Background: an optimization exercise with open tools, aiming at small area, a short achievable clock period and few clock cycles. Do not read the settings as production practice. Function was checked by simulation only, so behaviour that the tests miss may differ from the original. Power is estimated from default activity; no workload was simulated.

### flow/design.v
module qrcode_decoder(
    input clk,
    input srst_n,
    input start,
    input sram_rdata,
    output [11:0] sram_raddr,
    output reg [5:0] loc_y,
    output reg [5:0] loc_x,
    output reg [7:0] decode_text,    
    output reg valid,
    output reg finish
);
localparam S_A = 3'd0, S_P = 3'd1, S_Y = 3'd2, S_X = 3'd3, S_V = 3'd4,
           S_M = 3'd5, S_D = 3'd6, S_E = 3'd7;
reg [2:0] st;             
reg       cont;           
reg [5:0] y, x;           
reg       pv;             
reg       pix;            
reg       started;
assign sram_raddr = {y, x};
wire hit = pix && cont;   
reg [5:0] k;              
reg       lx6;            
reg [5:0] s0;             
reg [5:0] s1;             
reg [5:0] s2;             
reg [5:0] s3;             
reg [1:0] cidx, pcidx;    
reg [1:0] rot;
reg [2:0] mask;
wire signed [2:0] cy_lo = s0[5:3], cy_hi = s0[2:0];
wire signed [2:0] cx_lo = s1[5:3], cx_hi = s1[2:0];
wire signed [2:0] pcy = s2[5:3], pcx = s2[2:0];
wire tight = s3[5], wide = s3[4], mid = s3[3], tlm = s3[1], grp = s3[0];
wire [4:0] i = s0[4:0];   
wire [4:0] j = s1[4:0];
wire       inlen = s1[5]; 
wire [4:0] rem = s2[4:0]; 
wire [2:0] mv = s3[2:0];  
wire [2:0] bc = s3[5:3];  
always @* decode_text = {cidx, k};
wire [7:0] sa = 8'd1 << st;    
function maskbit;         
    input [2:0] m;
    input a0, a1, b0;     
    input [1:0] a3, b3;   
    input q;              
    reg t2, p2, p1, p0, t0;
    begin
        t2 = a0 ^ b0;                                   
        p2 = a0 & b0;                                   
        p1 = (a3 == b3) && (a3 != 2'd0);                
        p0 = (a3 == 2'd0) || (b3 == 2'd0);              
        t0 = (a3 == 2'd0) ? (b3 == 2'd0) : (a3 == 2'd1) ? (b3 == 2'd2) : (b3 == 2'd1);  
        case (m)
            3'd0: maskbit = ~t2;
            3'd1: maskbit = ~a0;
            3'd2: maskbit = (b3 == 2'd0);
            3'd3: maskbit = t0;
            3'd4: maskbit = ~(a1 ^ q);
            3'd5: maskbit = ~p2 & p0;
            3'd6: maskbit = ~(p2 ^ p1);
            default: maskbit = ~(t2 ^ p1);
        endcase
    end
endfunction
function [1:0] mod3;
    input [4:0] v;
    begin
        mod3 = v % 3;
    end
endfunction
function [3:0] astep;     
    input [3:0] kk;       
    begin
        astep =
            (kk == 4'd0) ? {2'd0, 2'd1} :
            (kk == 4'd1) ? {2'd1, 2'd3} :
            (kk == 4'd2) ? {2'd0, 2'd1} :
            (kk == 4'd3) ? {2'd3, 2'd2} :
            (kk == 4'd4) ? {2'd1, 2'd0} :
            (kk == 4'd5) ? {2'd2, 2'd1} :
            (kk == 4'd6) ? {2'd0, 2'd1} :
            (kk == 4'd7) ? {2'd0, 2'd2} :
                           {2'd2, 2'd2};
    end
endfunction
function [5:0] astepv;    
    input [1:0] c;
    begin
        case (c)
            2'd0: astepv = 6'd0;
            2'd1: astepv = 6'd21;
            2'd2: astepv = 6'd22;
            default: astepv = 6'd43;
        endcase
    end
endfunction
function [3:0] bstep;     
    input [3:0] kk;       
    begin
        bstep =
            (kk == 4'd1) ? {2'd0, 2'd1} :
            (kk == 4'd2) ? {2'd1, 2'd3} :
            (kk == 4'd3) ? {2'd0, 2'd1} :
            (kk == 4'd4) ? {2'd3, 2'd2} :
            (kk == 4'd5) ? {2'd1, 2'd0} :
            (kk == 4'd6) ? {2'd2, 2'd1} :
            (kk == 4'd7) ? {2'd0, 2'd1} :
            (kk == 4'd8) ? {2'd0, 2'd2} :
                           {2'd2, 2'd2};
    end
endfunction
function [5:0] bstepy;    
    input [1:0] c;
    begin
        case (c)
            2'd0: bstepy = 6'd0;
            2'd1: bstepy = 6'd43;
            2'd2: bstepy = 6'd42;
            default: bstepy = 6'd21;
        endcase
    end
endfunction
function [6:0] bstepx14;  
    input [1:0] c;
    begin
        case (c)
            2'd0: bstepx14 = 7'd14;
            2'd1: bstepx14 = 7'd121;      
            2'd2: bstepx14 = 7'd120;      
            default: bstepx14 = 7'd99;    
        endcase
    end
endfunction
function [5:0] poff;      
    input [3:0] kk;
    begin
        poff =
            (kk == 4'd0)  ? {3'sd0, 3'sd2} :
            (kk == 4'd1)  ? {3'sd0, -3'sd2} :
            (kk == 4'd2)  ? {3'sd2, 3'sd0} :
            (kk == 4'd3)  ? {-3'sd2, 3'sd0} :
            (kk == 4'd4)  ? {3'sd2, 3'sd2} :
            (kk == 4'd5)  ? {-3'sd2, -3'sd2} :
            (kk == 4'd6)  ? {3'sd2, -3'sd2} :
            (kk == 4'd7)  ? {-3'sd2, 3'sd2} :
            (kk == 4'd8)  ? {3'sd0, 3'sd1} :
            (kk == 4'd9)  ? {3'sd0, -3'sd1} :
            (kk == 4'd10) ? {3'sd1, 3'sd0} :
            (kk == 4'd11) ? {-3'sd1, 3'sd0} :
            (kk == 4'd12) ? {3'sd1, 3'sd1} :
            (kk == 4'd13) ? {-3'sd1, -3'sd1} :
            (kk == 4'd14) ? {3'sd1, -3'sd1} :
                            {-3'sd1, 3'sd1};
    end
endfunction
localparam [5:0] P_N = 6'd16;     
function [5:0] x7;        
    input [2:0] c;
    begin
        case (c)
            3'b001: x7 = 6'd7;
            3'b010: x7 = 6'd14;
            3'b111: x7 = 6'd57;
            3'b110: x7 = 6'd50;
            default: x7 = 6'd0;
        endcase
    end
endfunction
function [6:0] x7m14;     
    input [2:0] c;
    begin
        case (c)
            3'b001: x7m14 = 7'd121;
            3'b010: x7m14 = 7'd0;
            3'b111: x7m14 = 7'd107;
            3'b110: x7m14 = 7'd100;
            default: x7m14 = 7'd114;
        endcase
    end
endfunction
function [5:0] x7m20;     
    input [2:0] c;
    begin
        case (c)
            3'b001: x7m20 = 6'd51;
            3'b010: x7m20 = 6'd58;
            3'b111: x7m20 = 6'd37;
            3'b110: x7m20 = 6'd30;
            default: x7m20 = 6'd44;
        endcase
    end
endfunction
function [6:0] x7m34;     
    input [2:0] c;
    begin
        case (c)
            3'b001: x7m34 = 7'd101;
            3'b010: x7m34 = 7'd108;
            3'b111: x7m34 = 7'd87;
            3'b110: x7m34 = 7'd80;
            default: x7m34 = 7'd94;
        endcase
    end
endfunction
function span2;           
    input signed [2:0] lo, hi;
    begin
        span2 = (hi - lo) >= 2;
    end
endfunction
function [5:0] roffy;     
    input s;
    input [2:0] c;
    begin
        case (c)
            3'd0: roffy = s ? 6'd17 : 6'd3;
            3'd1: roffy = s ? 6'd18 : 6'd2;
            3'd2: roffy = s ? 6'd16 : 6'd4;
            3'd3: roffy = s ? 6'd20 : 6'd0;
            default: roffy = s ? 6'd14 : 6'd6;
        endcase
    end
endfunction
function [5:0] roffx;     
    input s;
    input [2:0] c;
    begin
        case (c)
            3'd0: roffx = s ? 6'd61 : 6'd47;
            3'd1: roffx = s ? 6'd62 : 6'd46;
            3'd2: roffx = s ? 6'd60 : 6'd48;
            3'd3: roffx = s ? 6'd0 : 6'd44;
            default: roffx = s ? 6'd58 : 6'd50;
        endcase
    end
endfunction
function [2:0] wmove;     
    input [4:0] a, b;
    reg u;
    begin
        u = (b == 5'd20) || (b == 5'd19) || (b == 5'd16) || (b == 5'd15) ||
            (b == 5'd12) || (b == 5'd11);
        if (!b[0]) wmove = 3'd0;                                    
        else if (u) begin
            if (a == ((b >= 5'd13) ? 5'd9 : 5'd0)) wmove = 3'd0;    
            else if (b <= 5'd12 && a == 5'd7) wmove = 3'd2;         
            else wmove = 3'd1;
        end else begin
            if (a == 5'd20) wmove = 3'd0;
            else if (b <= 5'd12 && a == 5'd5) wmove = 3'd4;
            else wmove = 3'd3;
        end
    end
endfunction
wire [5:0] p_c = poff(k[3:0]);           
wire [5:0] p_n = poff(k[3:0] + 4'd1);    
wire signed [2:0] u_ylo = (hit && pcy < cy_lo) ? pcy : cy_lo;
wire signed [2:0] u_yhi = (hit && pcy > cy_hi) ? pcy : cy_hi;
wire signed [2:0] u_xlo = (hit && pcx < cx_lo) ? pcx : cx_lo;
wire signed [2:0] u_xhi = (hit && pcx > cx_hi) ? pcx : cx_hi;
wire y_ok = span2(u_ylo, u_yhi), x_ok = span2(u_xlo, u_xhi);
wire p_end = tight || k == P_N;
wire [1:0] cn = cidx + 2'd1;
wire [5:0] kn = (cidx != 2'd3) ? k : (k[2:0] == 3'd4) ? {k[5:3] + 3'd1, 3'd0} : k + 6'd1;
wire v_miss = cont && !pix;
wire v_end = tlm || v_miss || (cidx == 2'd3 && k == 6'o44);
wire [1:0] mc = tlm ? 2'd0 : v_miss ? pcidx : 2'd3;    
reg [1:0] m_rot;
reg [5:0] m_my, m_mx;     
always @* begin
    case (mc)
        2'd0: begin m_rot = 2'd2; m_my = 6'd12; m_mx = 6'd62; end
        2'd1: begin m_rot = 2'd3; m_my = 6'd18; m_mx = 6'd52; end
        2'd2: begin m_rot = 2'd1; m_my = 6'd2;  m_mx = 6'd56; end
        default: begin m_rot = 2'd0; m_my = 6'd8; m_mx = 6'd46; end
    endcase
end
wire [1:0] i3 = mod3(i), j3 = mod3(j);
wire jq = ((j / 3) % 2) == 1;
wire dbit = sram_rdata ^ maskbit(mask, i[0], i[1], j[0], i3, j3, jq);
reg [2:0] mdi, mdj;       
always @* begin
    case (mv)
        3'd0: begin mdi = 3'd0; mdj = 3'd7; end
        3'd1: begin mdi = 3'd7; mdj = 3'd1; end
        3'd2: begin mdi = 3'd6; mdj = 3'd1; end
        3'd3: begin mdi = 3'd1; mdj = 3'd1; end
        default: begin mdi = 3'd2; mdj = 3'd1; end
    endcase
end
wire [2:0] ei = (rot[0] == rot[1]) ? mdi : -mdi;
wire [2:0] ej = rot[1] ? -mdj : mdj;
wire [2:0] wdy = rot[0] ? ej : ei;
wire [2:0] wdx = rot[0] ? ei : ej;
wire [4:0] ni = i + {{2{mdi[2]}}, mdi};
wire [4:0] nj = j + {{2{mdj[2]}}, mdj};
wire [2:0] nmv = wmove(ni, nj);         
reg [5:0] r_ddy, r_ddx, r_dny, r_dnx;    
always @* begin
    case (rot)
        2'd0: begin r_ddy = 6'd9;  r_ddx = 6'd15; r_dny = 6'd0;  r_dnx = 6'd1;  end
        2'd1: begin r_ddy = 6'd15; r_ddx = 6'd55; r_dny = 6'd1;  r_dnx = 6'd0;  end
        2'd2: begin r_ddy = 6'd55; r_ddx = 6'd49; r_dny = 6'd0;  r_dnx = 6'd63; end
        default: begin r_ddy = 6'd49; r_ddx = 6'd9; r_dny = 6'd63; r_dnx = 6'd0; end
    endcase
end
wire [3:0] a_st = astep(k[3:0]);
wire [3:0] b_st = bstep(k[3:0]);
reg [5:0] ayA, byA, ayP, byP, ayY, byY, ayX, byX, ayV, byV, byM, byD;
reg [6:0] axA, bxA, axP, bxP, axY, bxY, axX, bxX, axV, bxV, bxM, bxD;
always @* begin
    ayA = y; byA = hit ? bstepy(b_st[3:2]) : astepv(a_st[3:2]);
    axA = {1'b0, x};
    bxA = hit ? bstepx14(b_st[1:0]) : {1'b0, astepv(a_st[1:0])};
    ayP = loc_y; byP = p_end ? x7m20(cy_hi) : x7(p_n[5:3]);
    axP = {lx6, loc_x}; bxP = x7m14(p_end ? cx_lo : p_n[2:0]);
    ayY = y; axY = hit ? {lx6, loc_x} : {1'b0, x};
    byY = 6'd0; bxY = 7'd0;
    if (hit) begin
        byY = (k[2:0] == 3'd0) ? 6'd63 : 6'd0;
        bxY = x7m34(cx_hi);
    end else case (k[2:0])
        3'd0, 3'd2, 3'd4: bxY = 7'd14;
        3'd1: if (wide || mid) bxY = 7'd107; else begin byY = 6'd1; bxY = 7'd114; end
        3'd3: if (wide) bxY = 7'd107; else begin byY = 6'd1; bxY = 7'd121; end
        default: byY = 6'd1;
    endcase
    ayX = y; axX = {1'b0, x};
    if (hit) begin
        byX = grp ? 6'd44 : 6'd0; bxX = grp ? 7'd20 : 7'd19;
    end else if (!grp) begin byX = 6'd20; bxX = 7'd0; end
    else begin byX = 6'd44; bxX = 7'd1; end
    ayV = loc_y; axV = {1'b0, loc_x};
    byV = v_end ? m_my : roffy(cn[1], kn[5:3]);
    bxV = {1'b0, v_end ? m_mx : roffx(cn[0], kn[2:0])};
    if (k == 6'd2) begin byM = r_ddy; bxM = {1'b0, r_ddx}; end
    else if (k != 6'd0 || started) begin byM = r_dny; bxM = {1'b0, r_dnx}; end
    else begin byM = 6'd0; bxM = 7'd0; end
    byD = {{3{wdy[2]}}, wdy}; bxD = {1'b0, {3{wdx[2]}}, wdx};
end
wire [5:0] ay = ({6{sa[0]}} & ayA) | ({6{sa[1]}} & ayP) | ({6{sa[2]}} & ayY) |
                ({6{sa[3]}} & ayX) | ({6{sa[4]}} & ayV) | ({6{sa[5] | sa[6] | sa[7]}} & y);
wire [6:0] ax = ({7{sa[0]}} & axA) | ({7{sa[1]}} & axP) | ({7{sa[2]}} & axY) |
                ({7{sa[3]}} & axX) | ({7{sa[4]}} & axV) | ({7{sa[5] | sa[6] | sa[7]}} & {1'b0, x});
wire [5:0] by = ({6{sa[0]}} & byA) | ({6{sa[1]}} & byP) | ({6{sa[2]}} & byY) |
                ({6{sa[3]}} & byX) | ({6{sa[4]}} & byV) | ({6{sa[5]}} & byM) | ({6{sa[6]}} & byD);
wire [6:0] bx = ({7{sa[0]}} & bxA) | ({7{sa[1]}} & bxP) | ({7{sa[2]}} & bxY) |
                ({7{sa[3]}} & bxX) | ({7{sa[4]}} & bxV) | ({7{sa[5]}} & bxM) | ({7{sa[6]}} & bxD);
wire [6:0] sy = {1'b0, ay} + {by[5], by};
wire [6:0] sx = ax + bx;
always @(posedge clk) begin
    if (start) started <= 1'b1;
    if (!sa[6]) pcidx <= cidx;
    pix <= sram_rdata & pv; cont <= 1'b1;
    y <= sy[5:0]; x <= sx[5:0]; pv <= 1'b1;
    valid <= 1'b0;
    finish <= 1'b0;
    if (sa[0]) begin
        if (hit) begin
            loc_y <= sy[5:0]; loc_x <= sx[5:0]; lx6 <= (sx[5:0] < 6'd14);
            s0 <= 6'd0; s1 <= 6'd0; s3 <= 6'd0;
            st <= S_P; cont <= 1'b0; k <= 6'd0;
            pv <= (sx[5:0] >= 6'd14);
        end else begin
            k <= (k == 6'd8) ? 6'd0 : k + 6'd1;
        end
    end
    if (sa[1]) begin
        s0 <= {u_ylo, u_yhi}; s1 <= {u_xlo, u_xhi};
        s3[5] <= y_ok && x_ok;
        s3[4] <= !x_ok && !(u_xhi != u_xlo);
        s3[3] <= !x_ok && (u_xhi != u_xlo);
        if (p_end) begin
            st <= S_Y; cont <= 1'b0; k <= 6'd0;
            if (sy[6]) y <= 6'd0;
            if (sx[5:0] > 6'd43) x <= 6'd43;
        end else begin
            k <= k + 6'd1;
            pv <= !sy[6] && !sx[6] && (k != P_N - 6'd1);
        end
        s2 <= p_c;                          
    end
    if (sa[2]) begin
        if (hit) begin
            loc_y <= sy[5:0];                   
            st <= S_X; cont <= 1'b0; s3[1:0] <= 2'b00;
            if (sx[6]) x <= 6'd0;               
        end else begin
            if (k[2:0] == (wide ? 3'd5 : mid ? 3'd3 : 3'd1)) k <= 6'd0;
            else k <= k + 6'd1;
        end
    end
    if (sa[3]) begin
        if (hit) begin
            loc_x <= sx[5:0];                   
            s3[1] <= !grp;
            st <= S_V; cont <= 1'b0; cidx <= 2'd1; k <= 6'd0;
        end else s3[0] <= ~grp;
    end
    if (sa[4]) begin
        if (v_end) begin
            rot <= m_rot;
            if (!mc[1]) loc_y <= loc_y + 6'd20;
            if (mc[0]) loc_x <= loc_x - 6'd20;
            st <= S_M; cont <= 1'b0; k <= 6'd0;
        end else begin
            cidx <= cn; k <= kn;
        end
    end
    if (sa[5]) begin
        case (k[1:0])
            2'd0: mask[2] <= ~sram_rdata;
            2'd1: mask[1] <= sram_rdata;
            default: mask[0] <= ~sram_rdata;
        endcase
        if (k == 6'd2) begin
            st <= S_D; cont <= 1'b0;
            s0 <= {1'b0, 5'd17};            
            s1 <= {1'b1, 5'd19};            
            s2 <= {1'b0, 5'd0};             
            s3 <= {3'd0, 3'd1};             
        end else if (k != 6'd0 || started) k <= k + 6'd1;
    end
    if (sa[6]) begin
        s0[4:0] <= ni; s1[4:0] <= nj; s3[2:0] <= nmv;
        if (inlen) begin
            s2[4:0] <= {rem[3:0], dbit};
            s3[5:3] <= (bc == 3'd4) ? 3'd0 : bc + 3'd1;
            if (bc == 3'd4) s1[5] <= 1'b0;
        end else begin
            {cidx, k} <= {cidx[0], k, dbit};
            s3[5:3] <= bc + 3'd1;
            if (bc == 3'd7) begin
                valid <= 1'b1;
                s2[4:0] <= rem - 5'd1;
                if (rem == 5'd1) begin
                    finish <= 1'b1;
                    st <= S_E; cont <= 1'b0;
                end
            end
        end
    end
    if (!srst_n) begin
        st <= S_A; cont <= 1'b0; y <= 6'd20; x <= 6'd20; pv <= 1'b1;
        started <= 1'b0; k <= 6'd0; valid <= 1'b0; finish <= 1'b0;
    end
end
endmodule
### flow/flow/run.sh
#!/bin/bash
cp -r "$FLOW_HOME/scripts" orfs_scripts
printf '%s\n' 'strash' 'balance' 'rewrite' 'refactor' 'balance' 'rewrite' 'rewrite -z' 'balance' 'refactor -z' 'rewrite -z' 'balance' 'dch' 'map -a' 'topo' 'stime -c' 'buffer -c' 'dnsize -c'  > orfs_scripts/abc_area.script
export SCRIPTS_DIR="$PWD/orfs_scripts"
export ADDER_MAP_FILE=
export BUFFER_PORTS_ARGS="-buffer_cell sky130_fd_sc_hd__buf_2"
export SETUP_SLACK_MARGIN=11.8
export CTS_ARGS="-sink_clustering_enable -repair_clock_nets -dont_use_dummy_load -buf_list sky130_fd_sc_hd__clkbuf_8"
bash standard.sh > standard.log 2>&1
### flow/standard.sh
#!/bin/bash
# synth_recipe.tcl (not shown) runs the flow's synth.tcl, then flattens the netlist and writes it again
# the make line also repeats each setting of config.mk as NAME=value (left out here)
make -C /OpenROAD-flow-scripts/flow DESIGN_CONFIG=/design/flow/config.mk WORK_HOME=/design/flow/orfs CLKGATE_MAP_FILE= SYNTH_SCRIPT=/design/flow/synth_recipe.tcl "${@:-finish}"
### flow/config.mk
export PLATFORM = sky130hd
export DESIGN_NAME = qrcode_decoder
export DESIGN_NICKNAME = qrcode_decoder
export VERILOG_FILES = /design/flow/design.v
export SDC_FILE = /design/flow/constraint.sdc
export NUM_CORES = 8
export LEC_CHECK = 0
export ABC_AREA = 1
export CAP_MARGIN = 20
export CORE_MARGIN = 2
export CORE_UTILIZATION = 40
export SLEW_MARGIN = 20
### flow/constraint.sdc
create_clock -name core_clock -period 16.0 [get_ports {clk}]
set_input_delay 3.2000 -clock core_clock [delete_from_list [all_inputs] [get_ports {clk}]]
set_output_delay 3.2000 -clock core_clock [all_outputs]
set_load 0.01 [all_outputs]
==> results.json, run 1 <==
{
  "synth_top_cells_by_count": "nor2_1, nand2_1, inv_1",
  "yosysSeqAreaShare_pct": 25.3,
  "grt_max_degree": 26,
  "cap_violations": 0,
  "min_to": "pix",
  "worst-setup-path-type": "reg -> out",
  "synth_fa_ha_area_share_pct": 0,
  "irDropWorstVdd_mv": 0.0658,
  "fp.dieH_um": 129,
  "post-place-ws_ns": 11.03,
  "avgRoutedWirePerCell_um": 17.7,
  "rsz0062_at_grt": "true",
  "hold_start": "pv",
  "async_flop_share_pct": 0,
  "clk_path_buf_depth": 2,
  "rrSetupSlack_ns": 12.04,
  "synth_top_area_cell": "dfxtp_1",
  "syn_inst": 1053,
  "relSlewSlack_pct": 38.0,
  "cp_num_cells": 2,
  "setup_violations": 0,
  "syn_area_per_cell_um2": 5.94,
  "worst_slack_ns": 11.78,
  "hp-class": "reg -> reg",
  "topRoutingLayerUsed": "met4",
  "clock.fmax_ghz": 0.237,
  "drive_above_1_share_pct": 11.8,
  "rr_startpoint": "k[1]",
  "drtIter0Drc": 831,
  "place_inst": 1283,
  "first_pass_iters": 6,
  "fill_cells": 1642,
  "insertedDiodeCount": 0,
  "area_delta_synth_final_pct": 14.3,
  "dr_wl_met3_um": 2010,
  "tns_ns": 0,
  "cts_tree": "done",
  "synthXorXnorAreaFrac_pct": 4.20,
  "postPlaceCellArea_um2": 6670,
  "crit_path_max_fanout": 8,
  "synth_area_leaders": "dfxtp_1, nor2_1, nand2_1",
  "cts_max_level": 3,
  "synthDistinctLibCells": 44,
  "finalCritPeriodShare_pct": 26.4,
  "clock-root-buffer": "clkbuf_8",
  "dieWidth_um": 129,
  "dpl.hpwl_um": 17600,
  "end_kind": "output pin",
  "place_congestion": 1.00,
  "status": "timing/DRC/antenna clean",
  "powerDensity_nw_per_um2": 144,
  "period_needed_ns": 4.22,
  "clkTransAtPathRegs_ns": 0.06,
  "worstSetupStartpointType": "flop",
  "wl_met2_um": 9800,
  "syn_nets": 1057,
  "rows": 45,
  "port_buffers": 37,
  "grt_pass1_wl_um": 35700,
  "slowest_delay_ns": 0.41,
  "ant_nets": 0,
  "required_ns": 12.80,
  "drc_errors": 0,
  "met1Wirelength_um": 10500,
  "clock_latency_ns": 0.39,
  "synth_enable_flop_cells": 12,
  "yosysTopAreaCellShare_pct": 19.5,
  "synth_warnings": 1,
  "tightest_slew_ns": 0.927,
  "ys_seq_elements": 73,
  "cp_top_family": "flip-flops",
  "synth_compound_area_share_pct": 28.8,
  "antenna_found_initial": 0,
  "hold_viol": 0,
  "start_util_pct": 41.0,
  "critPathBufInv": 2,
  "synth_area_um2": 6260,
  "worst_hold_path.num_cells": 2,
  "stdcell_count": 1311,
  "cts_buffers": 9,
  "nets": 1106,
  "grt_pass1_vias": 6694,
  "reg2reg_depth": 28,
  "yosysMostFrequentCell": "nor2_1",
  "clock_skew_ns": 0.0289,
  "clock-sinks": 73,
  "synth_top_family_by_area": "simple AND/OR/NAND/NOR gates",
  "reg2reg_to": "x[3]",
  "leakage_nw": 3.08,
  "yosys.area_share.simple_pct": 30.0,
  "worstPathArrival_ns": 1.02,
  "overflow": 0,
  "fin_area_um2": 7150,
  "vias": 7464,
  "grt_use_total_pct": 27.7,
  "synth_ff_type": "dfxtp_1",
  "slew_violations": 0,
  "die_area_um2": 16700,
  "postCtsHoldBufs": 0,
  "wl_um": 23200,
  "core_um2": 15300,
  "synth_mux_area_share_pct": 0.320,
  "path_cells": "buf_4 -> buf_2",
  "ios": 38,
  "viasPerCell": 5.69,
  "crit_slowest_cell": "dfxtp_4"
}
-- layout make-up --
class / count / area (µm²) / share of cell area [%]
Clock buffer: 9 / 124 / 1.73
Inverter: 163 / 634 / 8.87
Multi-Input combinational cell: 791 / 4130 / 57.7
Sequential cell: 73 / 1600 / 22.4
Tap cell: 211 / 264 / 3.69
Timing Repair Buffer: 64 / 400 / 5.60
-- state kept, by name, summed over array words and instances (netlist names) --
| signal | count |
|---|---|
| mask | 3 |
| loc_x | 6 |
| pix | 1 |
| s3 | 6 |
| pcidx | 2 |
| rot | 2 |
| k | 6 |
| lx6 | 1 |
| finish | 1 |
| x | 6 |
| y | 6 |
| cidx | 2 |
| s0 | 6 |
| valid | 1 |
| started | 1 |
| pv | 1 |
| st | 3 |
| cont | 1 |
| s1 | 6 |
| loc_y | 6 |
| s2 | 6 |
-- placed cells by master, fill, tap and decap left out, types with 5 or more instances in the layout --
| master | n |
|---|---|
| a221oi_1 | 5 |
| inv_1 | 149 |
| nor4_1 | 5 |
| edfxtp_1 | 12 |
| nor3_2 | 5 |
| a211oi_1 | 9 |
| nor3_1 | 35 |
| a31oi_1 | 10 |
| o32ai_1 | 6 |
| o21ai_0 | 87 |
| xnor2_1 | 12 |
| clkbuf_8 | 9 |
| dfxtp_4 | 5 |
| a22oi_1 | 9 |
| o21ai_1 | 5 |
| nand3_1 | 29 |
| buf_4 | 26 |
| o211ai_1 | 12 |
| buf_2 | 37 |
| nor2_2 | 10 |
| a21oi_1 | 82 |
| o22ai_1 | 23 |
| or2_2 | 10 |
| a32oi_1 | 6 |
| xor2_1 | 17 |
| nor2_1 | 185 |
| dfxtp_1 | 53 |
| nand2_1 | 173 |
-- logic make-up after synthesis --
logic type,after synthesis
AOI/OAI and AO/OA,297
xor gates and xnor gates,30
buffers and inverters,189
DFF,73
muxes,2
and+or+nand+nor,462
-- per-stage QoR --
| stage | hold WS, ns | utilization [%] | power [W] |
|---|---|---|---|
| after global routing | 0.435 | 46.9 | 0.00112 |
| after floorplan | 0.388 | - | 0.000746 |
| final | 0.403 | 46.9 | 0.00103 |
| after detailed placement | 0.402 | 43.7 | 0.000872 |
| after global placement | 0.402 | 43.7 | 0.000870 |
| after CTS | 0.407 | 44.8 | 0.000993 |
-- worst max-delay path by stage --
stage                from             end  slack (ns)
floorplan            k[1]              pv       11.98
detailed placement   k[0]              pv       11.03
global placement     k[0]              pv       11.27
global route        st[1]              pv       11.72
CTS                 st[0]              pv       11.79
finish               k[0]  decode_text[0]       11.78
-- worst register-to-register path, delay by kind of cell, from the launching register on --
kind / cells / cell delay [ns]
AO/OA/AOI/OAI: 6 / 0.93
XOR/XNOR: 1 / 0.20
flip-flops: 1 / 0.38
buffers and inverters: 4 / 0.35
AND/OR/NAND/NOR: 17 / 1.99
-- what timing repair did --
action | 4_1_cts | 5_1_grt
endpoints found under the setup margin | 24 | 24
cloned | 0 | 0
buffers inserted | 1 | 18
resized for setup | 19 | 49
pin swaps | 0 | 3
-- per-layer routing --
metal / GRT usage [%] / vias to the layer above
met1: 39.2 / 3391
met2: 41.7 / 332
met4: 11.0 / 0
met3: 5.08 / 72
li1: - / 3669
met5: 0 / -
-- report_power, final --
part	internal, W	switching [W]	leakage (nW)
clock	0.0000502	0.0000671	0.0647
combinational	0.000224	0.000385	2.39
sequential	0.000243	0.0000628	0.625
total	0.000518	0.000514	3.08
Testbench counts, summed over its fixed seeds: cycles 24,098.
==> run 2: changes to the inputs <==
==> flow/flow/run.sh (replaced) <==
#!/bin/bash
cp -r "$FLOW_HOME/scripts" orfs_scripts
printf '%s\n' 'strash' 'balance' 'rewrite' 'refactor' 'balance' 'rewrite' 'rewrite -z' 'balance' 'refactor -z' 'rewrite -z' 'balance' 'dch' 'map -a' 'topo' 'stime -c' 'buffer -c' 'upsize -c' 'dnsize -c'  > orfs_scripts/abc_area.script
export SCRIPTS_DIR="$PWD/orfs_scripts"
export ADDER_MAP_FILE=
export BUFFER_PORTS_ARGS="-buffer_cell sky130_fd_sc_hd__buf_2"
export SETUP_SLACK_MARGIN=11.8
export CTS_ARGS="-sink_clustering_enable -repair_clock_nets -dont_use_dummy_load -buf_list sky130_fd_sc_hd__clkbuf_8"
bash standard.sh > standard.log 2>&1
==> run 2 against run 1 <==
Net effect: worst setup slack better by 0.050 ns; clock skew shrank 0.010 ns; register-to-register slack improved by 0.04 ns; die area grew 4.4%; non-clock buffer count down 14; synthesized cell count is the same; largest cell class unchanged; critical endpoint is now loc_y[2]; clock-buffer cell count is the same; sequential cell count did not move.
==> results.json, run 2 <==
{
  "status": "timing/DRC/antenna clean",
  "ys_seq_elements": 73,
  "nets": 1092,
  "ios": 38,
  "crit_path_max_fanout": 6,
  "synth_ff_type": "dfxtp_1",
  "async_flop_share_pct": 0,
  "fp.dieH_um": 132,
  "reg2reg_to": "pv",
  "clock-sinks": 73,
  "synthDistinctLibCells": 69,
  "postCtsHoldBufs": 0,
  "grt_pass1_vias": 6758,
  "clock.fmax_ghz": 0.240,
  "synth_top_cells_by_count": "nor2_1, nand2_1, inv_1",
  "insertedDiodeCount": 0,
  "rows": 46,
  "synth_warnings": 1,
  "grt_pass1_wl_um": 36800,
  "cp_top_family": "flip-flops",
  "antenna_found_initial": 0,
  "clock_latency_ns": 0.38,
  "grt_max_degree": 26,
  "area_delta_synth_final_pct": 8.88,
  "irDropWorstVdd_mv": 0.0581,
  "yosysSeqAreaShare_pct": 24.2,
  "min_to": "pix",
  "path_cells": "buf_2",
  "rr_startpoint": "st[1]",
  "dpl.hpwl_um": 18200,
  "grt_use_total_pct": 26.7,
  "yosysMostFrequentCell": "nor2_1",
  "fill_cells": 1744,
  "end_kind": "output pin",
  "drc_errors": 0,
  "synth_area_um2": 6540,
  "core_um2": 15900,
  "syn_area_per_cell_um2": 6.21,
  "clkTransAtPathRegs_ns": 0.08,
  "slew_violations": 0,
  "relSlewSlack_pct": 42.1,
  "synth_top_area_cell": "dfxtp_1",
  "critPathBufInv": 1,
  "cts_buffers": 9,
  "leakage_nw": 3.04,
  "viasPerCell": 5.72,
  "clock-root-buffer": "clkbuf_8",
  "clk_path_buf_depth": 2,
  "hold_start": "pv",
  "avgRoutedWirePerCell_um": 18.0,
  "worstPathArrival_ns": 0.97,
  "tightest_slew_ns": 0.866,
  "first_pass_iters": 5,
  "cap_violations": 0,
  "synth_area_leaders": "dfxtp_1, nor2_1, nand2_1",
  "syn_inst": 1053,
  "rsz0062_at_grt": "false",
  "vias": 7450,
  "dieWidth_um": 132,
  "required_ns": 12.80,
  "wl_um": 23400,
  "clock_skew_ns": 0.0188,
  "port_buffers": 37,
  "mostFrequentLayoutCell": "nor2_1",
  "cts_max_level": 3,
  "drtIter0Drc": 657,
  "powerDensity_nw_per_um2": 152,
  "hold_viol": 0,
  "worstSetupStartpointType": "flop",
  "period_needed_ns": 4.17,
  "rrSetupSlack_ns": 12.08,
  "holdWs_ns": 0.449,
  "mostFrequentLayoutCells": "nor2_1, nand2_1, inv_1, a21oi_1, o21ai_0",
  "reg2reg_depth": 20,
  "cts_tree": "done",
  "hp-class": "reg -> reg",
  "worst_hold_path.num_cells": 2,
  "start_util_pct": 41.0,
  "tns_ns": 0,
  "overflow": 0,
  "synth_enable_flop_cells": 12,
  "ant_nets": 0,
  "setup_violations": 0,
  "syn_nets": 1057,
  "place_congestion": 0.994,
  "crit_slowest_cell": "dfxtp_1",
  "drive_above_1_share_pct": 13.0,
  "slowest_delay_ns": 0.42,
  "worst-setup-path-type": "reg -> out",
  "yosysTopAreaCellShare_pct": 18.7,
  "die_area_um2": 17400,
  "finalCritPeriodShare_pct": 26.1
}
[run 2: cell count changes after synthesis, moves of 8 or more]
cell      before  now
nor2_2         0   16
nor2_1       198  177
clkbuf_1      24   16
inv_2          0   16
o21ai_0       92   82
inv_1        155  140
[run 2: stage by stage]
stage	std cells	area [µm²]	power, W	utilization, %	setup WS, ns
after floorplan	1053	6540	0.000782	-	12.13
after global placement	1286	6920	0.000944	43.4	11.81
after detailed placement	1286	6920	0.000948	43.4	11.73
after CTS	1297	7080	0.00107	44.4	11.77
after global routing	1302	7120	0.00118	44.7	11.79
final	1302	7120	0.00108	44.7	11.83
[run 2: worst max-delay path by stage]
| stage | slack (ns) | depth (start not counted) | from | endpoint |
|---|---|---|---|---|
| 2_1_floorplan | 12.13 | 3 | srst_n | cont |
| 3_3_place_gp | 11.81 | 3 | srst_n | k[3] |
| 3_5_place_dp | 11.73 | 3 | srst_n | k[1] |
| 4_1_cts | 11.77 | 1 | k[0] | decode_text[0] |
| 5_1_grt | 11.79 | 1 | loc_y[2] | loc_y[2] |
| 6_report | 11.83 | 1 | loc_y[2] | loc_y[2] |
[run 2: cell type report]
| type | count | area (µm²) | area share, % |
|---|---|---|---|
| multi-input cells | 791 | 4220 | 59.3 |
| well taps | 216 | 270 | 3.80 |
| flip-flops and latches | 73 | 1600 | 22.5 |
| clock buffers | 9 | 124 | 1.74 |
| repair buffers | 50 | 283 | 3.97 |
| inverters | 163 | 621 | 8.72 |
[run 2: metal layers]
layer | wire (µm) | up-vias | track usage [%]
li1 | - | 3640 | -
met4 | 756 | 0 | 10.7
met3 | 2060 | 58 | 6.38
met2 | 10100 | 335 | 40.6
met1 | 10500 | 3417 | 36.4
met5 | 0 | - | 0
[run 2: logic make-up (layout without fill, tap and decap cells)]
group                  after synthesis  count (layout)  synth area share (%)
flip-flops                          73              73                  24.2
multiplexers                         2               2                 0.306
AND/OR/NAND/NOR                    462             462                  31.2
buffers and inverters              189             222                  11.3
XOR/XNOR                            30              30                  4.13
AO/OA/AOI/OAI                      297             297                  28.9
[run 2: timing repair]
item,CTS,global route
resized for setup,10,2
setup endpoints to repair,6,8
gates cloned,0,0
buffers inserted,2,5
[run 2: power breakdown]
| group | switching, W | internal (W) |
|---|---|---|
| clock | 0.0000703 | 0.0000503 |
| combinational | 0.000420 | 0.000233 |
| sequential | 0.0000615 | 0.000244 |
==> run 3: changes to the inputs <==
--- a/flow/flow/run.sh
+++ b/flow/flow/run.sh
@@ -4,6 +4,6 @@
 export SCRIPTS_DIR="$PWD/orfs_scripts"
 export ADDER_MAP_FILE=
 export BUFFER_PORTS_ARGS="-buffer_cell sky130_fd_sc_hd__buf_2"
-export SETUP_SLACK_MARGIN=11.8
+export SETUP_SLACK_MARGIN=11.9
 export CTS_ARGS="-sink_clustering_enable -repair_clock_nets -dont_use_dummy_load -buf_list sky130_fd_sc_hd__clkbuf_8"
 bash standard.sh > standard.log 2>&1
==> run 3 against run 2 <==
Net effect: still clean on timing, DRC and antenna; critical path depth is the same; global-route usage grew 0.19 points; sequential power is essentially flat; register-to-register slack gained 0.12 ns; clock power is essentially flat; synthesized area is the same; worst hold slack gained 0.0019 ns; largest power group unchanged.
==> results.json, run 3 <==
{
  "status": "timing/DRC/antenna clean",
  "crit_slowest_cell": "edfxtp_1",
  "required_ns": 12.80,
  "fp.dieH_um": 132,
  "ys_seq_elements": 73,
  "slew_violations": 0,
  "syn_area_per_cell_um2": 6.21,
  "synth_warnings": 1,
  "place_congestion": 0.994,
  "period_needed_ns": 4.14,
  "clock_latency_ns": 0.38,
  "port_buffers": 37,
  "powerDensity_nw_per_um2": 152,
  "irDropWorstVdd_mv": 0.0637,
  "tns_ns": 0,
  "p_seq_share_pct": 27.8,
  "finalCritPeriodShare_pct": 25.9,
  "clkTransAtPathRegs_ns": 0.08,
  "viasPerCell": 5.69,
  "area_delta_synth_final_pct": 10.7,
  "start_util_pct": 41.0,
  "path_cells": "buf_2",
  "cts_tree": "done",
  "overflow": 0,
  "wl_um": 23600,
  "avgRoutedWirePerCell_um": 18.0,
  "async_flop_share_pct": 0,
  "fin_area_um2": 7240,
  "clock_power_share_pct": 11.0,
  "mostFrequentLayoutCell": "nor2_1",
  "crit_path_max_fanout": 2,
  "worst-setup-path-type": "reg -> out",
  "comb_power_share_pct": 61.2,
  "power.switching_w": 0.000559,
  "setup_violations": 0,
  "rsz0062_at_grt": "true",
  "drive_above_1_share_pct": 15.2,
  "grt_use_total_pct": 26.9,
  "synth_top_area_cell": "dfxtp_1",
  "tightest_slew_ns": 0.852,
  "syn_nets": 1057,
  "grt_pass1_vias": 6800,
  "relSlewSlack_pct": 43.0,
  "yosysSeqAreaShare_pct": 24.2,
  "worstPathArrival_ns": 0.94,
  "synthDistinctLibCells": 69,
  "core_um2": 15900,
  "leakage_nw": 3.07,
  "vias": 7439,
  "hp-class": "reg -> reg",
  "cts_max_level": 3,
  "p_int_w": 0.000542,
  "synth_area_um2": 6540,
  "worstSetupStartpointType": "flop",
  "dieWidth_um": 132,
  "synth_area_leaders": "dfxtp_1, nor2_1, nand2_1",
  "critPathBufInv": 1,
  "yosysMostFrequentCell": "nor2_1",
  "regArea_um2": 1620,
  "cap_violations": 0,
  "p_total_w": 0.00110,
  "cts_buffers": 9,
  "insertedDiodeCount": 0,
  "ios": 38,
  "clock_skew_ns": 0.0196,
  "p_sw_share_pct": 50.8,
  "synth_enable_flop_cells": 12,
  "grt_pass1_wl_um": 37200,
  "synth_top_cells_by_count": "nor2_1, nand2_1, inv_1",
  "drc_errors": 0,
  "clk_path_buf_depth": 2,
  "end_kind": "output pin",
  "clock-root-buffer": "clkbuf_8",
  "drtIter0Drc": 723,
  "dpl.hpwl_um": 18200,
  "syn_inst": 1053,
  "slowest_delay_ns": 0.40,
  "hold_viol": 0,
  "grt_max_degree": 26,
  "clock.fmax_ghz": 0.241,
  "cp_top_family": "flip-flops",
  "antenna_found_initial": 0,
  "synth_ff_type": "dfxtp_1",
  "mostFrequentLayoutCells": "nor2_1, nand2_1, inv_1, a21oi_1, o21ai_0",
  "multi_input_area_um2": 4260,
  "fill_cells": 1746,
  "rows": 46,
  "clock-sinks": 73,
  "nets": 1098,
  "yosysTopAreaCellShare_pct": 18.7,
  "postPlaceCellArea_um2": 6920,
  "first_pass_iters": 8,
  "die_area_um2": 17400,
  "ant_nets": 0
}
-- run 3: stage by stage --
step / hold slack [ns] / setup slack, ns / utilization, % / instances
after floorplan: 0.388 / 12.13 / - / 1053
after global placement: 0.438 / 11.81 / 43.4 / 1286
after detailed placement: 0.440 / 11.73 / 43.4 / 1286
after CTS: 0.452 / 11.84 / 45.0 / 1306
after global routing: 0.468 / 11.82 / 45.4 / 1308
final: 0.451 / 11.86 / 45.4 / 1308
-- run 3: timing repair --
| item | 4_1_cts | 5_1_grt |
|---|---|---|
| gates resized for setup | 24 | 16 |
| buffers inserted | 11 | 2 |
| setup endpoints to repair | 21 | 22 |
| hold buffers | 0 | 0 |
| pin swaps | 0 | 0 |
-- run 3: worst reg2reg max path, delay by kind of cell (launching register included) --
family	cells	cell delay, ns
flops	1	0.37
buf+inv	8	0.99
compound gates	2	0.44
xor+xnor	1	0.19
simple gates	17	1.71
-- run 3: cells by family after synthesis --
logic type	Yosys count	share of synthesized area, %
buf+inv	189	11.3
mux	2	0.306
xor+xnor	30	4.13
simple gates	462	31.2
flops	73	24.2
compound gates	297	28.9
-- run 3: path summary, 6_finish.rpt --
check	start	endpoint	depth (start not counted)	slack, ns
setup reg to reg	k[0]	x[1]	28	12.20
hold reg to reg	pv	pix	2	0.45
hold / removal	pv	pix	2	0.45
setup / recovery	loc_y[0]	loc_y[0]	1	11.86
-- run 3: power groups by stage --
stage               combinational [W]  clock [W]  sequential [W]
detailed placement           0.000636          0        0.000312
global route                 0.000756   0.000131        0.000314
finish                       0.000673   0.000122        0.000306
global placement             0.000632          0        0.000312
CTS                          0.000658   0.000124        0.000304
floorplan                    0.000487          0        0.000295
-- run 3: per-layer routing --
| metal | track usage [%] | share of wire [%] | vias to the layer above |
|---|---|---|---|
| met3 | 5.04 | 8.5 | 57 |
| li1 | - | - | 3652 |
| met4 | 10.3 | 3.1 | 0 |
| met2 | 41.1 | 43 | 329 |
| met5 | 0 | 0 | - |
| met1 | 37.6 | 46 | 3401 |
-- run 3: layout make-up --
class                           instances  area share (%)
Timing Repair Buffer                   56            4.61
Clock buffer                            9            1.71
Inverter                              163            8.66
Sequential cell                        73            22.4
Tap cell                              216            3.73
Multi-Input combinational cell        791            58.9
==> run 4: changes to the inputs <==
==> flow/flow/run.sh (replaced) <==
#!/bin/bash
cp -r "$FLOW_HOME/scripts" orfs_scripts
printf '%s\n' 'strash' 'balance' 'rewrite' 'refactor' 'balance' 'rewrite' 'rewrite -z' 'balance' 'refactor -z' 'rewrite -z' 'balance' 'balance' 'rewrite' 'refactor' 'balance' 'rewrite' 'rewrite -z' 'balance' 'refactor -z' 'rewrite -z' 'balance' 'dch' 'map -a' 'topo' 'stime -c' 'buffer -c' 'upsize -c' 'dnsize -c'  > orfs_scripts/abc_area.script
export SCRIPTS_DIR="$PWD/orfs_scripts"
export ADDER_MAP_FILE=
export BUFFER_PORTS_ARGS="-buffer_cell sky130_fd_sc_hd__buf_2"
export SETUP_SLACK_MARGIN=11.8
export CTS_ARGS="-sink_clustering_enable -repair_clock_nets -dont_use_dummy_load -buf_list sky130_fd_sc_hd__clkbuf_8"
bash standard.sh > standard.log 2>&1
==> run 4 against run 3 <==
Net effect: core utilization is essentially flat; design area shrank 0.64%; sequential share of layout area shrank 0.099 points; clock-buffer cell count is the same; synthesized area decreased by 1.1%; register-to-register slack got worse by 0.16 ns; global-route usage shrank 0.18 points; critical path type unchanged.
==> results.json, run 4 <==
{
  "status": "timing/DRC/antenna clean",
  "ant_nets": 0,
  "path_cells": "buf_2",
  "fp.dieH_um": 131,
  "rsz0062_at_grt": "true",
  "core_um2": 15800,
  "clock.fmax_ghz": 0.239,
  "critPathBufInv": 1,
  "fin_area_um2": 7200,
  "irDropWorstVdd_mv": 0.0964,
  "grt_pass1_wl_um": 36200,
  "antenna_found_initial": 0,
  "clock-root-buffer": "clkbuf_8",
  "synth_area_um2": 6470,
  "async_flop_share_pct": 0,
  "insertedDiodeCount": 0,
  "area_delta_synth_final_pct": 11.2,
  "hp-class": "reg -> reg",
  "synth_top_cells_by_count": "nor2_1, inv_1, nand2_1",
  "clock_skew_ns": 0.0199,
  "synth_enable_flop_cells": 12,
  "worstPathArrival_ns": 0.98,
  "mostFrequentLayoutCells": "nor2_1, inv_1, nand2_1, a21oi_1, o21ai_0",
  "yosysMostFrequentCell": "nor2_1",
  "postPlaceCellArea_um2": 6860,
  "post-place-ws_ns": 11.25,
  "cts_buffers": 9,
  "die_area_um2": 17200,
  "rr_startpoint": "st[1]",
  "min_to": "pix",
  "port_buffers": 37,
  "wl_um": 23400,
  "ios": 38,
  "dieWidth_um": 131,
  "clkTransAtPathRegs_ns": 0.09,
  "yosysTopAreaCellShare_pct": 18.9,
  "avgRoutedWirePerCell_um": 18.2,
  "place_congestion": 1.06,
  "drtIter0Drc": 708,
  "crit_slowest_cell": "dfxtp_4",
  "overflow": 0,
  "tns_ns": 0,
  "reg2reg_depth": 26,
  "worst_slack_ns": 11.82,
  "synthDistinctLibCells": 65,
  "start_util_pct": 40.9,
  "syn_area_per_cell_um2": 6.24,
  "slew_violations": 0,
  "cts_max_level": 3,
  "drive_above_1_share_pct": 15.3,
  "leakage_nw": 3.10,
  "period_needed_ns": 4.18,
  "grt_pass1_vias": 6490,
  "nets": 1079,
  "relSlewSlack_pct": 37.7,
  "viasPerCell": 5.73,
  "ys_seq_elements": 73,
  "syn_nets": 1041,
  "postCtsHoldBufs": 0,
  "reg2reg_to": "x[1]",
  "syn_inst": 1037,
  "drc_errors": 0,
  "synth_ff_type": "dfxtp_1",
  "setup_violations": 0,
  "powerDensity_nw_per_um2": 145,
  "p_total_w": 0.00104,
  "clk_path_buf_depth": 2,
  "clock-sinks": 73,
  "cts_tree": "done",
  "first_pass_iters": 6,
  "finalCritPeriodShare_pct": 26.1,
  "rows": 46,
  "end_kind": "output pin",
  "rrSetupSlack_ns": 12.04,
  "synth_area_leaders": "dfxtp_1, nor2_1, inv_1",
  "vias": 7387,
  "cp_top_family": "flip-flops",
  "tightest_slew_ns": 0.932,
  "synth_top_area_cell": "dfxtp_1",
  "worst-setup-path-type": "reg -> out",
  "crit_path_max_fanout": 13,
  "hold_start": "pv",
  "required_ns": 12.80,
  "slowest_delay_ns": 0.45,
  "hold_viol": 0,
  "yosysSeqAreaShare_pct": 24.4,
  "grt_use_total_pct": 26.7,
  "grt_max_degree": 29,
  "clock_latency_ns": 0.39,
  "mostFrequentLayoutCell": "nor2_1",
  "cap_violations": 0,
  "dpl.hpwl_um": 18300,
  "worst_hold_path.num_cells": 2,
  "synth_warnings": 1,
  "worstSetupStartpointType": "flop"
}
run 4: kinds of logic (layout without fill, tap and decap cells):
group / after synthesis / in the layout / share of synthesized area [%]
AOI/OAI and AO/OA: 289 / 289 / 28.0
xor gates and xnor gates: 30 / 30 / 4.06
buffers and inverters: 186 / 222 / 11.0
DFF: 73 / 73 / 24.4
muxes: 9 / 9 / 1.39
and+or+nand+nor: 450 / 450 / 31.1
run 4: area by class of cell:
cell class              count  area [µm²]
clock buffers               9         124
fillers                  1718        8630
inverters                 163         633
multi-input cells         778        4280
flip-flops and latches     73        1610
well taps                 216         270
repair buffers             50         283
run 4: how the worst max path moves through the flow:
stage	startpoint	endpoint	slack, ns	cells after the start
floorplan	srst_n	st[0]	11.94	4
global placement	pix	x[3]	11.48	23
detailed placement	pix	x[0]	11.25	23
CTS	k[2]	decode_text[2]	11.80	1
global route	k[0]	x[0]	11.78	31
finish	k[3]	decode_text[3]	11.82	1
run 4: routing by layer:
metal | GRT usage [%] | wire [µm] | vias to the layer above
li1 | - | - | 3593
met1 | 38.4 | 10900 | 3364
met2 | 38.1 | 9570 | 372
met3 | 7.29 | 2200 | 58
met4 | 9.66 | 769 | 0
met5 | 0 | 0 | -
run 4: per-stage QoR:
step	utilization, %	std cells	hold WS (ns)
after detailed placement	43.4	1271	0.426
after global placement	43.4	1271	0.441
after floorplan	-	1037	0.388
final	45.5	1289	0.454
after CTS	44.3	1280	0.461
after global routing	45.5	1289	0.483
run 4: what timing repair did:
| action | 4_1_cts | 5_1_grt |
|---|---|---|
| endpoints found under the hold margin | 0 | 0 |
| setup endpoints to repair | 20 | 24 |
| pin swaps | 0 | 1 |
| gates resized for setup | 16 | 26 |
| cloned | 0 | 0 |
| setup buffers | 0 | 9 |
run 4: power breakdown:
part | total [W] | leakage (nW) | internal [W] | switching, W
sequential | 0.000307 | 0.625 | 0.000242 | 0.0000647
clock | 0.000122 | 0.0647 | 0.0000503 | 0.0000717
combinational | 0.000616 | 2.41 | 0.000222 | 0.000393
total | 0.00104 | 3.10 | 0.000515 | 0.000530
==> run 5: changes to the inputs <==
==> flow/flow/run.sh (replaced) <==
#!/bin/bash
# The standard layout (standard.sh, unchanged), run with a copy of the ORFS
# scripts in which only abc_area.script (the logic optimisation recipe that
# synthesis hands to ABC) differs, and with these settings in its environment:
#  - ABC's recipe: resyn2-style AIG rewriting, dch, then area-oriented
#    mapping (map -a) and ABC's usual buffering and sizing, instead of
#    dch and delay-oriented mapping (map -B 0.9);
#  - synthesis leaves the adders to ABC instead of mapping them to the
#    library's half- and full-adder cells (ADDER_MAP_FILE empty);
#    the rest of synthesis is standard.sh's own (synth_recipe.tcl: no fsm or
#    share passes, flattened, function nets renamed), so the registers are the
#    standard synthesis's;
#  - the buffers that the flow puts on every input and output port are
#    sky130_fd_sc_hd__buf_2 cells instead of the slower delay cells that
#    buffer_ports picks by default;
#  - repair_timing aims for a setup slack of 11.8 ns, i.e. it sizes the cells
#    of paths slower than about 4.2 ns;
#  - clock tree synthesis uses sky130_fd_sc_hd__clkbuf_8 buffers and no dummy
#    loads.
# The clock, its period and the I/O constraints are the design's, unchanged.
# Each tool's full output is in standard.log in this folder (and ORFS's own
# per-step logs under orfs/logs).
cp -r "$FLOW_HOME/scripts" orfs_scripts
cat > orfs_scripts/abc_area.script <<'ABC'
strash
balance
rewrite
refactor
balance
rewrite
rewrite -z
balance
refactor -z
rewrite -z
balance
dch
map -a
topo
stime -c
buffer -c
upsize -c
dnsize -c
ABC
export SCRIPTS_DIR="$PWD/orfs_scripts"
export ADDER_MAP_FILE=
export BUFFER_PORTS_ARGS="-buffer_cell sky130_fd_sc_hd__buf_2"
export SETUP_SLACK_MARGIN=11.8
export CTS_ARGS="-sink_clustering_enable -repair_clock_nets -dont_use_dummy_load -buf_list sky130_fd_sc_hd__clkbuf_8"
bash standard.sh > standard.log 2>&1
==> run 5 against run 4 <==
Net effect: final cell count rose by 1.0%; still clean on timing, DRC and antenna; highest routed layer unchanged; wire length barely moved; die area rose by 1.1%; worst setup slack improved by 0.012 ns; register-to-register slack improved by 0.04 ns; combinational power rose by 6.0%; critical path type unchanged; first-iteration DRC count fell by 7.2%; largest cell class unchanged; global-route usage barely moved; clock skew fell by 0.0011 ns.
==> results.json, run 5 <==
{
  "worst-setup-path-type": "reg -> out",
  "clock_skew_ns": 0.0188,
  "ios": 38,
  "synth_top_cells_by_count": "nor2_1, nand2_1, inv_1",
  "yosysTopAreaCellShare_pct": 18.7,
  "crit_path_max_fanout": 6,
  "dpl.hpwl_um": 18200,
  "synth_ff_type": "dfxtp_1",
  "rsz0062_at_grt": "false",
  "syn_nets": 1057,
  "avgRoutedWirePerCell_um": 18.0,
  "grt_pass1_vias": 6758,
  "hold_viol": 0,
  "vias": 7450,
  "cp_top_family": "flip-flops",
  "clock.fmax_ghz": 0.240,
  "core_um2": 15900,
  "status": "timing/DRC/antenna clean",
  "clock-sinks": 73,
  "port_buffers": 37,
  "cts_max_level": 3,
  "place_congestion": 0.994,
  "viasPerCell": 5.72,
  "yosysMostFrequentCell": "nor2_1",
  "place_inst": 1286,
  "overflow": 0,
  "crit_slowest_cell": "dfxtp_1",
  "required_ns": 12.80,
  "cts_buffers": 9,
  "regArea_um2": 1600,
  "fp.dieH_um": 132,
  "clock_latency_ns": 0.38,
  "worstPathArrival_ns": 0.97,
  "postCtsHoldBufs": 0,
  "drc_errors": 0,
  "first_pass_iters": 5,
  "ant_nets": 0,
  "slowest_delay_ns": 0.42,
  "drtIter0Drc": 657,
  "synth_area_um2": 6540,
  "ys_seq_elements": 73,
  "mostFrequentLayoutCell": "nor2_1",
  "slew_violations": 0,
  "yosysSeqAreaShare_pct": 24.2,
  "worst_slack_ns": 11.83,
  "leakage_nw": 3.04,
  "insertedDiodeCount": 0,
  "powerDensity_nw_per_um2": 152,
  "clk_path_buf_depth": 2,
  "synth_top_area_cell": "dfxtp_1",
  "async_flop_share_pct": 0,
  "worstSetupStartpointType": "flop",
  "clkTransAtPathRegs_ns": 0.08,
  "dieWidth_um": 132,
  "cap_violations": 0,
  "wl_um": 23400,
  "synth_area_leaders": "dfxtp_1, nor2_1, nand2_1",
  "tightest_slew_ns": 0.866,
  "critPathBufInv": 1,
  "synth_warnings": 1,
  "cts_tree": "done",
  "mostFrequentLayoutCells": "nor2_1, nand2_1, inv_1, a21oi_1, o21ai_0",
  "area_delta_synth_final_pct": 8.88,
  "die_area_um2": 17400,
  "start_util_pct": 41.0,
  "syn_area_per_cell_um2": 6.21,
  "tns_ns": 0,
  "antenna_found_initial": 0,
  "period_needed_ns": 4.17,
  "irDropWorstVdd_mv": 0.0581,
  "grt_max_degree": 26,
  "drive_above_1_share_pct": 13.0,
  "clock-root-buffer": "clkbuf_8",
  "rows": 46,
  "multi_input_area_um2": 4220,
  "stdcell_count": 1302,
  "setup_violations": 0,
  "fill_cells": 1744,
  "hp-class": "reg -> reg",
  "finalCritPeriodShare_pct": 26.1,
  "synthDistinctLibCells": 69,
  "grt_pass1_wl_um": 36800,
  "grt_use_total_pct": 26.7,
  "syn_inst": 1053,
  "post-place-ws_ns": 11.73,
  "synth_enable_flop_cells": 12,
  "path_cells": "buf_2",
  "relSlewSlack_pct": 42.1,
  "end_kind": "output pin",
  "nets": 1092
}
-- run 5: cell count changes in the layout (fill, tap and decap cells not counted), moves of 5 or more --
cell / delta
dfxtp_1: +6
o21ai_1: +5
mux2i_1: -7
nor2_1: -8
inv_2: +6
nand2_2: -8
a21oi_1: -5
dfxtp_2: -7
nand2_1: +27
nor3_1: +5
nor2_4: -5
-- run 5: where the power goes --
part | total [W] | switching [W] | leakage [nW] | internal [W]
logic | 0.000653 | 0.000420 | 2.35 | 0.000233
clock network | 0.000121 | 0.0000703 | 0.0647 | 0.0000503
registers | 0.000305 | 0.0000615 | 0.625 | 0.000244
total | 0.00108 | 0.000552 | 3.04 | 0.000527
-- run 5: worst register-to-register path: stages (launching register included) --
cell and delay, ns:
dfxtp_1 0.36, nor2_1 0.15, inv_1 0.07, nor2_1 0.20
inv_1 0.13, nor2_2 0.49, inv_1 0.35, o21ai_0 0.29
a221oi_1 0.08, o2111ai_1 0.15, a41oi_1 0.13, or3_1 0.43
nand2_1 0.10, a21oi_1 0.10, nand2_1 0.09, nand3_1 0.10
nand2_1 0.12, nand2_1 0.08, o211ai_2 0.09, o21ai_1 0.12
o311ai_1 0.22
-- run 5: cell families (layout without fill, tap and decap cells) --
group | count (synthesis) | after routing | share of synthesized area (%)
AOI/OAI and AO/OA | 297 | 297 | 28.9
xor gates and xnor gates | 30 | 30 | 4.13
buffers and inverters | 189 | 222 | 11.3
DFF | 73 | 73 | 24.2
muxes | 2 | 2 | 0.306
and+or+nand+nor | 462 | 462 | 31.2
-- run 5: worst paths after layout --
check | start | cells after the start | slack, ns | to
hold reg to reg | pv | 2 | 0.45 | pix
hold / removal | pv | 2 | 0.45 | pix
setup reg to reg | st[1] | 20 | 12.08 | pv
setup / recovery | loc_y[2] | 1 | 11.83 | loc_y[2]
-- run 5: area by class of cell --
| cell class | instances | share of cell area (%) |
|---|---|---|
| Sequential cell | 73 | 22.5 |
| Timing Repair Buffer | 50 | 3.97 |
| Tap cell | 216 | 3.80 |
| Inverter | 163 | 8.72 |
| Clock buffer | 9 | 1.74 |
| Multi-Input combinational cell | 791 | 59.3 |
-- run 5: layer usage --
metal	routed length [µm]	part of all wire [%]	global-route usage (%)	vias up
li1	-	-	-	3640
met5	0	0	0	-
met4	756	3.2	10.7	0
met3	2060	8.8	6.38	58
met2	10100	43	40.6	335
met1	10500	45	36.4	3417
-- run 5: per-stage QoR --
stage	power, W	utilization [%]	hold slack (ns)	instance area, µm²
after floorplan	0.000782	-	0.388	6540
after global placement	0.000944	43.4	0.438	6920
after detailed placement	0.000948	43.4	0.440	6920
after CTS	0.00107	44.4	0.464	7080
after global routing	0.00118	44.7	0.483	7120
final	0.00108	44.7	0.449	7120
-- run 5: repair_timing --
| action | in CTS | in global routing |
|---|---|---|
| resized for setup | 10 | 2 |
| endpoints found under the setup margin | 6 | 8 |
| pin swaps | 0 | 0 |
| setup buffers | 2 | 5 |
==> run 6: changes to the inputs <==
--- a/flow/flow/run.sh
+++ b/flow/flow/run.sh
@@ -33,7 +33,7 @@
 refactor -z
 rewrite -z
 balance
-dch
+dch -f
 map -a
 topo
 stime -c
==> run 6 against run 5 <==
Net effect: sequential power fell by 3%; critical path depth is the same; largest cell class unchanged; wire length shrank 0.26%.
==> results.json, run 6 <==
{
  "clock_latency_ns": 0.40,
  "hold_viol": 0,
  "synth_enable_flop_cells": 12,
  "ys_seq_elements": 73,
  "grt_pass1_wl_um": 36600,
  "grt_pass1_vias": 6690,
  "clkTransAtPathRegs_ns": 0.09,
  "yosysTopAreaCellShare_pct": 18.8,
  "die_area_um2": 17300,
  "required_ns": 12.80,
  "clock_power_share_pct": 12.6,
  "drive_above_1_share_pct": 12.1,
  "synth_top_family_by_area": "compound AO/OA/AOI/OAI gates",
  "worstPathArrival_ns": 0.97,
  "wl_um": 23400,
  "worst-setup-path-type": "reg -> out",
  "dpl.hpwl_um": 17800,
  "rows": 46,
  "slew_violations": 0,
  "busiest_layer": "met2",
  "syn_inst": 1050,
  "synth_mux_area_share_pct": 0.308,
  "mostFrequentLayoutCell": "nor2_1",
  "power.switching_w": 0.000491,
  "postCtsHoldBufs": 0,
  "port_buffers": 37,
  "synth_area_leaders": "dfxtp_1, nor2_1, nand2_1",
  "overflow": 0,
  "start_util_pct": 40.9,
  "setup_violations": 0,
  "cts_max_level": 3,
  "dieWidth_um": 131,
  "synth_warnings": 1,
  "first_pass_iters": 6,
  "tns_ns": 0,
  "p_int_w": 0.000484,
  "gr-usage-met3_pct": 5.52,
  "mostFrequentLayoutCells": "nor2_1, nand2_1, inv_1, a21oi_1, o21ai_0",
  "tightest_slew_ns": 0.871,
  "syn_nets": 1054,
  "p_seq_share_pct": 30.5,
  "grt_use_total_pct": 26.7,
  "vias": 7593,
  "crit_path_max_fanout": 9,
  "period_needed_ns": 4.17,
  "use_met1_pct": 37.8,
  "async_flop_share_pct": 0,
  "cap_violations": 0,
  "core_um2": 15900,
  "yosysMostFrequentCell": "nor2_1",
  "nets": 1092,
  "slowest_delay_ns": 0.42,
  "antenna_found_initial": 0,
  "p_total_w": 0.000975,
  "avgRoutedWirePerCell_um": 17.9,
  "ios": 38,
  "place_congestion": 0.989,
  "finalCritPeriodShare_pct": 26.1,
  "synth_fa_ha_area_share_pct": 0,
  "grt_max_degree": 28,
  "insertedDiodeCount": 0,
  "worstSetupStartpointType": "flop",
  "clock.fmax_ghz": 0.240,
  "syn_area_per_cell_um2": 6.18,
  "area_delta_synth_final_pct": 9.97,
  "synthXorXnorAreaFrac_pct": 3.78,
  "synth_top_cells_by_count": "nor2_1, nand2_1, inv_1",
  "clock-root-buffer": "clkbuf_8",
  "relSlewSlack_pct": 41.7,
  "synth_area_um2": 6490,
  "drtIter0Drc": 1160,
  "irDropWorstVdd_mv": 0.0678,
  "status": "timing/DRC/antenna clean",
  "critPathBufInv": 1,
  "viasPerCell": 5.83,
  "synthDistinctLibCells": 68,
  "clock_skew_ns": 0.0332,
  "rsz0062_at_grt": "false",
  "hp-class": "reg -> reg",
  "use_met2_pct": 40.0,
  "drc_errors": 0,
  "yosysSeqAreaShare_pct": 24.4,
  "clk_path_buf_depth": 2,
  "p_sw_share_pct": 50.4,
  "ant_nets": 0,
  "leakage_nw": 3.01,
  "synth_top_area_cell": "dfxtp_1",
  "clock-sinks": 73,
  "end_kind": "output pin",
  "synth_compound_area_share_pct": 30.2,
  "comb_power_share_pct": 56.9,
  "synth_ff_type": "dfxtp_1",
  "path_cells": "buf_2",
  "cts_tree": "done",
  "yosys.area_share.simple_pct": 30.1,
  "powerDensity_nw_per_um2": 137,
  "crit_slowest_cell": "dfxtp_4",
  "cp_top_family": "flip-flops",
  "fp.dieH_um": 131,
  "cts_buffers": 9
}
run 6: changes by cell type in the layout (fill, tap and decap cells not counted), moves of 4 or more:
cell / previous run / this run
nand2_1: 166 / 151
nand3_1: 28 / 35
inv_2: 16 / 9
dfxtp_1: 55 / 51
nor2_2: 16 / 7
dfxtp_2: 1 / 5
o211ai_1: 11 / 4
nand4_1: 4 / 10
o21ai_0: 82 / 92
a21oi_1: 83 / 101
inv_1: 139 / 145
nor2_1: 177 / 172
run 6: final timing paths:
| path | start | end | slack, ns | cells after the start |
|---|---|---|---|---|
| max | cidx[0] | decode_text[6] | 11.83 | 1 |
| min | pv | pix | 0.45 | 2 |
| min reg2reg | pv | pix | 0.45 | 2 |
| max reg2reg | s3[1] | y[5] | 12.02 | 16 |
run 6: timing repair:
action	in CTS	in global routing
endpoints found under the setup margin	13	21
setup buffers	1	7
resized for setup	10	18
run 6: power by group through the flow:
stage / combinational [W] / clock [W] / sequential [W]
final: 0.000555 / 0.000123 / 0.000297
after global routing: 0.000623 / 0.000129 / 0.000304
after CTS: 0.000536 / 0.000125 / 0.000296
after detailed placement: 0.000534 / 0 / 0.000299
after global placement: 0.000533 / 0 / 0.000300
after floorplan: 0.000399 / 0 / 0.000288
run 6: area by class of cell:
| class | instances | area [µm²] |
|---|---|---|
| Clock buffer | 9 | 124 |
| Fill cell | 1697 | 8750 |
| Inverter | 164 | 632 |
| Multi-Input combinational cell | 790 | 4220 |
| Sequential cell | 73 | 1610 |
| Tap cell | 216 | 270 |
| Timing Repair Buffer | 50 | 283 |
run 6: cells by family (layout without fill, tap and decap cells):
family / Yosys count / count (layout)
and+or+nand+nor: 444 / 444
DFF: 73 / 73
muxes: 2 / 2
xor gates and xnor gates: 28 / 28
AOI/OAI and AO/OA: 316 / 316
buffers and inverters: 187 / 223
run 6: through the flow:
step	utilization [%]	std cells	hold slack (ns)	setup WS, ns	cell area [µm²]
floorplan	-	1050	0.388	12.24	6490
finish	44.9	1302	0.447	11.83	7140
detailed placement	43.3	1285	0.429	11.74	6880
global route	44.9	1302	0.493	11.80	7140
CTS	44.3	1295	0.439	11.67	7030
global placement	43.3	1285	0.430	11.80	6880
run 6: metal layers:
layer  share of wire, %  up-vias
li1                   -     3681
met1                 46     3472
met2                 42      384
met3                8.9       56
met4                3.1        0
met5                  0        -

==> port drivers added, routing unchanged <==
The results above use ideal ports. As a check the final layouts listed here were re-extracted and re-timed, cells and wires unchanged.
Step 1: set_driving_cell puts a clkbuf_16 on clk and a buf_2 on each other input, an assumption about the parent block.
Step 2 adds t to the input delays and takes it off the output delays; t is the mean of the earliest and latest rising clock arrival at the registers after step 1. Input paths then give back, and output paths get back, about the clock's delay inside the block.
Three values: ideal ports, drivers, drivers and shift; two values: the first two.
| run | shift t [ns] | setup WS [ns] | worst register clock-pin slew, ns | worst data-port slew with drivers (ns) |
|---|---|---|---|---|
| run 1 | 0.411 | 11.779 / 11.740 / 11.565 | 0.09 / 0.09 | 0.03 |
| run 2 | 0.408 | 11.829 / 11.790 / 11.718 | 0.08 / 0.08 | 0.03 |
| run 3 | 0.413 | 11.858 / 11.818 / 11.723 | 0.08 / 0.08 | 0.03 |
| run 4 | 0.418 | 11.817 / 11.776 / 11.607 | 0.09 / 0.09 | 0.03 |
| run 5 | 0.408 | 11.829 / 11.790 / 11.718 | 0.08 / 0.08 | 0.03 |
| run 6 | 0.420 | 11.827 / 11.786 / 11.862 | 0.09 / 0.09 | 0.03 |
After both steps setup and hold are still met in every run listed. For run 1, which loses most, drivers alone change the setup slack by -0.039 ns; drivers and shift together by -0.214 ns.
